What follows belongs to an exercise in optimizing a design on an open flow for small area and a short achievable clock period; a production flow would make more cautious choices.

== job 4455 ==
==> flow/design.v <==
module MIPS(
	input cclk,
	input reset,
	input [31:0] imem_data,
	output [31:0] imem_addr,
	output [31:0] result
    );
	reg  [31:0] pc;
	reg  [31:0] ifid_pc4;           
	reg  [31:0] ifid_inst;          
	reg  [31:0] preA, preB;         
	reg         a_ex, a_mem, a_rf;
	reg         b_ex, b_mem, b_rf, b_imm;
	reg         s_ex, s_mem, s_rf;
	reg         d_R, d_lw, d_sw, d_beq, d_jal, d_jr;    
	reg         k_add, k_sub, k_slt, k_or, k_and;       
	reg         lu_q;               
	reg  [31:0] res_q;              
	reg  [31:0] ex_sdata;           
	reg  [4:0]  ex_dst;             
	reg  [4:0]  ex_rt;              
	reg         ex_rw, ex_m2r, ex_mr, ex_mw, ex_jal;
	reg  [31:0] mem_wd;             
	reg  [4:0]  mem_dst;            
	reg         mem_rw;             
	reg  [31:0] pre31;              
	wire [1023:0] rf_all;           
	wire [1023:0] dm_all;           
	wire [4:0]  rs  = ifid_inst[25:21];
	wire [4:0]  rt  = ifid_inst[20:16];
	wire [4:0]  rd  = ifid_inst[15:11];
	wire [15:0] imm = ifid_inst[15:0];
	wire [31:0] sext = {{16{imm[15]}}, imm};
	wire if_flush = d_beq | d_jal;
	wire hz       = lu_q | if_flush;
	wire [31:0] opA  = ({32{a_ex}} & res_q) | ({32{a_mem}} & mem_wd) | ({32{a_rf}} & preA);
	wire [31:0] opB  = ({32{b_ex}} & res_q) | ({32{b_mem}} & mem_wd) | ({32{b_rf}} & preB) |
	                   ({32{b_imm}} & sext);
	wire [31:0] opS  = ({32{s_ex}} & res_q) | ({32{s_mem}} & mem_wd) | ({32{s_rf}} & preB);
	wire [31:0] sum  = opA + opB;
	wire [32:0] dif  = {1'b0, opA} - {1'b0, opB};
	wire        ltu  = dif[32];
	wire        live  = ~hz & ~reset;
	wire [31:0] res_n = ({32{k_add & live}} & sum) |
	                    ({32{k_sub & live}} & dif[31:0]) |
	                    ({32{k_slt & live}} & {31'd0, ltu}) |
	                    ({32{k_or  & live}} & (opA | opB)) |
	                    ({32{k_and & live}} & (opA & opB));
	wire [31:0] r31    = pre31;
	wire        same   = (preA == preB);
	wire [31:0] pc4    = pc + 32'd4;
	wire [31:0] beq_pc = ifid_pc4 + {sext[29:0], 2'b00};
	wire [31:0] jal_pc = {2'b00, ifid_pc4[31:28], ifid_inst[23:0], 2'b00};
	wire [31:0] pc_nx  = d_jal ? jal_pc :
	                     d_jr  ? r31 :
	                     (d_beq & same) ? beq_pc : pc4;
	wire        ex_rw_n  = ~hz & (d_R | d_lw | d_jr);
	wire [4:0]  ex_dst_n = (~hz & d_R) ? rd : rt;
	reg  [31:0] dsel;
	function [31:0] dm_read(input [31:0] sel, input [1023:0] w);
		reg [31:0] r;
		integer i;
		begin
			r = 32'd0;
			for (i = 0; i < 32; i = i + 1)
				r = r | ({32{sel[i]}} & w[32*i +: 32]);
			dm_read = r;
		end
	endfunction
	wire [31:0] mrd    = dm_read(dsel, dm_all);
	wire        w_jal  = ex_jal & ~reset;
	wire        w_m2r  = ex_m2r & ~ex_jal & ~reset;
	wire        w_alu  = ~ex_m2r & ~ex_jal & ~reset;
	wire [31:0] wd_n   = ({32{w_jal}} & ex_sdata) | ({32{w_m2r}} & mrd) | ({32{w_alu}} & res_q);
	wire [4:0]  mdst_n = ex_jal ? 5'd31 : ex_dst;
	wire [31:0] wen    = {32{mem_rw}} & (32'd1 << mdst_n);
	wire        go     = ~hz;                     
	wire        keep   = lu_q & ~if_flush;        
	wire [31:0] inst_n = if_flush ? 32'd0 : lu_q ? ifid_inst : imem_data;
	wire [4:0]  irs    = imem_data[25:21];
	wire [4:0]  irt    = imem_data[20:16];
	wire [5:0]  iop    = imem_data[31:26];
	wire [5:0]  ifn    = imem_data[5:0];
	function [31:0] rf_init(input [4:0] a);
		case (a)
			5'd2: rf_init = 32'd8;
			5'd4: rf_init = 32'd9;
			5'd5: rf_init = 32'd8;
			5'd6: rf_init = 32'd7;
			5'd7: rf_init = 32'd6;
			default: rf_init = 32'd0;
		endcase
	endfunction
	function [31:0] rf_read2(input [15:0] lo, input [1:0] hi, input [1023:0] w);
		reg [31:0] r, b;
		integer i, j;
		begin
			r = 32'd0;
			for (j = 0; j < 2; j = j + 1) begin
				b = 32'd0;
				for (i = 0; i < 16; i = i + 1)
					b = b | ({32{lo[i]}} & w[32*(16*j+i) +: 32]);
				r = r | ({32{hi[j]}} & b);
			end
			rf_read2 = r;
		end
	endfunction
	wire [15:0] loA    = ({16{go}} & (16'd1 << irs[3:0])) | ({16{keep}} & (16'd1 << rs[3:0])) |
	                     {15'd0, if_flush};
	wire [1:0]  hiA    = ({2{go}} & (2'd1 << irs[4])) | ({2{keep}} & (2'd1 << rs[4])) |
	                     {1'd0, if_flush};
	wire [15:0] loB    = ({16{go}} & (16'd1 << irt[3:0])) | ({16{keep}} & (16'd1 << rt[3:0])) |
	                     {15'd0, if_flush};
	wire [1:0]  hiB    = ({2{go}} & (2'd1 << irt[4])) | ({2{keep}} & (2'd1 << rt[4])) |
	                     {1'd0, if_flush};
	wire [31:0] preA_n = rf_read2(loA, hiA, rf_all);
	wire [31:0] preB_n = rf_read2(loB, hiB, rf_all);
	wire        ex_nz    = (ex_dst_n != 5'd0);
	wire        mem_nz   = ex_rw & (mdst_n != 5'd0);
	wire        fa_ex_i  = ex_rw_n & ex_nz & (ex_dst_n == irs);
	wire        fb_ex_i  = ex_rw_n & ex_nz & (ex_dst_n == irt);
	wire        fa_mem_i = mem_nz & (mdst_n == irs);
	wire        fb_mem_i = mem_nz & (mdst_n == irt);
	wire        fa_mem_k = mem_nz & (mdst_n == rs);
	wire        fb_mem_k = mem_nz & (mdst_n == rt);
	wire        fa_ex_n  = go & fa_ex_i;
	wire        fb_ex_n  = go & fb_ex_i;
	wire        fa_mem_n = (go & ~fa_ex_i & fa_mem_i) | (keep & fa_mem_k);
	wire        fb_mem_n = (go & ~fb_ex_i & fb_mem_i) | (keep & fb_mem_k);
	wire        n_R    = go ? (iop == 6'b000000) : keep ? d_R   : 1'b1;
	wire        n_lw   = go ? (iop == 6'b100011) : keep & d_lw;
	wire        n_sw   = go ? (iop == 6'b101011) : keep & d_sw;
	wire        n_beq  = go ? (iop == 6'b000100) : keep & d_beq;
	wire        n_jal  = go ? (iop == 6'b000011) : keep & d_jal;
	wire        n_jr   = go ? (iop == 6'b001100) : keep & d_jr;
	wire [3:0]  nfn    = go ? ifn[3:0] : keep ? imm[3:0] : 4'd0;
	wire        nf_add = (nfn == 4'b0000);
	wire        nf_sub = (nfn == 4'b0010);
	wire        nf_or  = (nfn == 4'b0101);
	wire        nf_slt = (nfn == 4'b1010);
	wire        n_imm  = n_lw | n_sw;
	wire        lu_n   = go & d_lw & ((irs == rt) | (irt == rt));
	always @(posedge cclk or posedge reset) begin
		if (reset) pc <= 32'd0;
		else pc <= pc_nx;
	end
	always @(posedge cclk or posedge reset) begin
		if (reset) ifid_inst[15:11] <= 5'd0;
		else ifid_inst[15:11] <= inst_n[15:11];
	end
	always @(posedge cclk) begin
		ifid_inst[31:16] <= inst_n[31:16];
		ifid_inst[10:0]  <= inst_n[10:0];
	end
	always @(posedge cclk or posedge reset) begin
		if (reset) begin
			d_R    <= 1'b1;
			d_lw   <= 1'b0;
			d_sw   <= 1'b0;
			d_beq  <= 1'b0;
			d_jal  <= 1'b0;
			d_jr   <= 1'b0;
			k_add  <= 1'b1;
			k_sub  <= 1'b0;
			k_slt  <= 1'b0;
			k_or   <= 1'b0;
			k_and  <= 1'b0;
			lu_q   <= 1'b0;
			a_ex   <= 1'b0;
			a_mem  <= 1'b0;
			a_rf   <= 1'b0;
			b_ex   <= 1'b0;
			b_mem  <= 1'b0;
			b_rf   <= 1'b0;
			b_imm  <= 1'b0;
			s_ex   <= 1'b0;
			s_mem  <= 1'b0;
			s_rf   <= 1'b0;
		end else begin
			d_R    <= n_R;
			d_lw   <= n_lw;
			d_sw   <= n_sw;
			d_beq  <= n_beq;
			d_jal  <= n_jal;
			d_jr   <= n_jr;
			k_add  <= ~n_R | nf_add;
			k_sub  <= n_R & nf_sub;
			k_slt  <= n_R & nf_slt;
			k_or   <= n_R & nf_or;
			k_and  <= n_R & ~(nf_add | nf_sub | nf_or | nf_slt);
			lu_q   <= lu_n;
			a_ex   <= fa_ex_n;
			a_mem  <= fa_mem_n;
			a_rf   <= ~fa_ex_n & ~fa_mem_n;
			b_ex   <= ~n_imm & fb_ex_n;
			b_mem  <= ~n_imm & fb_mem_n;
			b_rf   <= ~n_imm & ~fb_ex_n & ~fb_mem_n;
			b_imm  <= n_imm;
			s_ex   <= fb_ex_n;
			s_mem  <= fb_mem_n;
			s_rf   <= ~fb_ex_n & ~fb_mem_n;
		end
	end
	always @(posedge cclk) begin
		preA     <= preA_n;
		preB     <= preB_n;
		ifid_pc4 <= pc4;
	end
	always @(posedge cclk) begin
		res_q <= res_n;
	end
	always @(posedge cclk or posedge reset) begin
		if (reset) begin
			ex_rw  <= 1'b0;
			ex_m2r <= 1'b0;
			ex_mr  <= 1'b0;
			ex_mw  <= 1'b0;
			ex_jal <= 1'b0;
		end else begin
			ex_rw  <= ex_rw_n;
			ex_m2r <= ~hz & (d_lw | d_jr);
			ex_mr  <= ~hz & d_lw;
			ex_mw  <= ~hz & d_sw;
			ex_jal <= d_jal;
		end
	end
	always @(posedge cclk) begin
		ex_sdata <= d_jal ? ifid_pc4 : opS;
		dsel     <= 32'd1 << sum[4:0];
		ex_dst   <= ex_dst_n;
		ex_rt    <= rt;
	end
	genvar g;
	generate
		for (g = 0; g < 32; g = g + 1) begin : DM
			reg [31:0] w;
			wire        de = reset | (ex_mw & dsel[g]);
			wire [31:0] dd = reset ? ((g == 12) ? 32'd30 : 32'd0) : ex_sdata;
			always @(posedge cclk) begin
				if (de) w <= dd;
			end
			assign dm_all[32*g +: 32] = w;
		end
	endgenerate
	always @(posedge cclk) begin
		mem_wd  <= wd_n;
		mem_dst <= mdst_n;
	end
	always @(posedge cclk or posedge reset) begin
		if (reset) begin
			mem_rw <= 1'b0;
		end else begin
			mem_rw <= ex_rw;
		end
	end
	always @(posedge cclk) begin
		pre31 <= rf_all[32*31 +: 32];
	end
	generate
		for (g = 0; g < 32; g = g + 1) begin : RF
			reg [31:0] w;
			wire        de = reset | wen[g];
			wire [31:0] dd = wd_n | ({32{reset}} & rf_init(g));
			always @(posedge cclk) begin
				if (de) w <= dd;
			end
			assign rf_all[32*g +: 32] = w;
		end
	endgenerate
	assign imem_addr = pc;
	assign result    = res_q;
endmodule
export LEC_CHECK = 0
export CAP_MARGIN = 20
export CELL_PAD_IN_SITES_DETAIL_PLACEMENT = 1
export CORE_MARGIN = 2
export CORE_UTILIZATION = 40
export CTS_CLUSTER_DIAMETER = 80
export CTS_CLUSTER_SIZE = 30
export PLACE_DENSITY = 0.55
export SLEW_MARGIN = 20
create_clock -name core_clock -period 12.0 [get_ports {cclk}]
standard.sh (not shown) runs the stock make flow with config.mk's settings and CLKGATE_MAP_FILE= SYNTH_SCRIPT=/design/flow/synth_recipe.tcl, a recipe that flattens the netlist after the stock synthesis.
==> flow/flow/run.sh <==
#!/bin/bash
# Own flow: the standard layout (standard.sh, with its unchanged synthesis),
# with two changes to how the layout is made:
#  - the resizer's setup repair aims at a slack margin below the clock period,
#    so that it works on paths well inside the period instead of stopping at it;
#  - the port buffers are plain buffers (buf_4) rather than the delay cell
#    buffer_ports picks by default.
# Each step's full output is in synth.log / layout.log here and in ORFS's own
# per-step logs under orfs/logs.
set -euo pipefail
MARGIN=8
bash standard.sh synth > synth.log 2>&1
bash standard.sh SETUP_SLACK_MARGIN=$MARGIN "BUFFER_PORTS_ARGS=-buffer_cell sky130_fd_sc_hd__buf_4" finish > layout.log 2>&1
The final layout from job 4455, which completed every stage, passed the timing, design-rule and antenna checks at the end of the flow.
The inputs of job 5645 differ from those of job 4455 as listed below.
--- a/flow/design.v
+++ b/flow/design.v
@@ -92,26 +92,22 @@
 		endcase
 	endfunction
-	function [31:0] rf_read2(input [15:0] lo, input [1:0] hi, input [1023:0] w);
-		reg [31:0] r, b;
-		integer i, j;
+	function [31:0] rf_read2(input [7:0] lo, input [3:0] hi, input [1023:0] w);
+		reg [31:0] r;
+		integer i;
 		begin
 			r = 32'd0;
-			for (j = 0; j < 2; j = j + 1) begin
-				b = 32'd0;
-				for (i = 0; i < 16; i = i + 1)
-					b = b | ({32{lo[i]}} & w[32*(16*j+i) +: 32]);
-				r = r | ({32{hi[j]}} & b);
-			end
+			for (i = 0; i < 32; i = i + 1)
+				r = r | ({32{lo[i % 8] & hi[i / 8]}} & w[32*i +: 32]);
 			rf_read2 = r;
 		end
 	endfunction
-	wire [15:0] loA    = ({16{go}} & (16'd1 << irs[3:0])) | ({16{keep}} & (16'd1 << rs[3:0])) |
-	                     {15'd0, if_flush};
-	wire [1:0]  hiA    = ({2{go}} & (2'd1 << irs[4])) | ({2{keep}} & (2'd1 << rs[4])) |
-	                     {1'd0, if_flush};
-	wire [15:0] loB    = ({16{go}} & (16'd1 << irt[3:0])) | ({16{keep}} & (16'd1 << rt[3:0])) |
-	                     {15'd0, if_flush};
-	wire [1:0]  hiB    = ({2{go}} & (2'd1 << irt[4])) | ({2{keep}} & (2'd1 << rt[4])) |
-	                     {1'd0, if_flush};
+	wire [7:0]  loA    = ({8{go}} & (8'd1 << irs[2:0])) | ({8{keep}} & (8'd1 << rs[2:0])) |
+	                     {7'd0, if_flush};
+	wire [3:0]  hiA    = ({4{go}} & (4'd1 << irs[4:3])) | ({4{keep}} & (4'd1 << rs[4:3])) |
+	                     {3'd0, if_flush};
+	wire [7:0]  loB    = ({8{go}} & (8'd1 << irt[2:0])) | ({8{keep}} & (8'd1 << rt[2:0])) |
+	                     {7'd0, if_flush};
+	wire [3:0]  hiB    = ({4{go}} & (4'd1 << irt[4:3])) | ({4{keep}} & (4'd1 << rt[4:3])) |
+	                     {3'd0, if_flush};
 	wire [31:0] preA_n = rf_read2(loA, hiA, rf_all);
 	wire [31:0] preB_n = rf_read2(loB, hiB, rf_all);
[summary]
Against job 4455, job 5645 reports a critical path depth that is lower. Relative to job 4455, the count of vias placed by the detailed router of job 5645 is higher by 1152. | utilization | lower: job 4455 |. Going from job 4455 to job 5645, share of the final layout cell area in sequential cells moved down; ratio of final minimum period to clock period moved up.
No functional check of the RTL was part of any run of this note.

afterwards: timing with drivers on the ports:
The flow's constraints put no driver on any port. The routed layouts listed below were extracted and timed again, unchanged, in two steps. Step 1 assumes that a clkbuf_16 drives the clock port and a buf_2 every other input. Step 2 also shifts input and output timing later by t, the mid clock arrival at the registers, as if the neighbouring blocks saw the same clock. Three values: no drivers, after step 1, after step 2; two values: the first two.
run | t (ns) | setup WS [ns] | worst setup path after step 2 | worst register clock-pin slew, ns
job 4455 | 0.949 | 7.864 / 7.864 / 7.004 | input to register | 0.12 / 0.12
job 5645 | 0.949 | 7.846 / 7.918 / 6.983 | input to register | 0.12 / 0.12
After both steps setup and hold are still met in every run listed. For job 5645, which loses most, drivers alone change the setup slack by +0.072 ns; drivers and shift together by -0.863 ns.
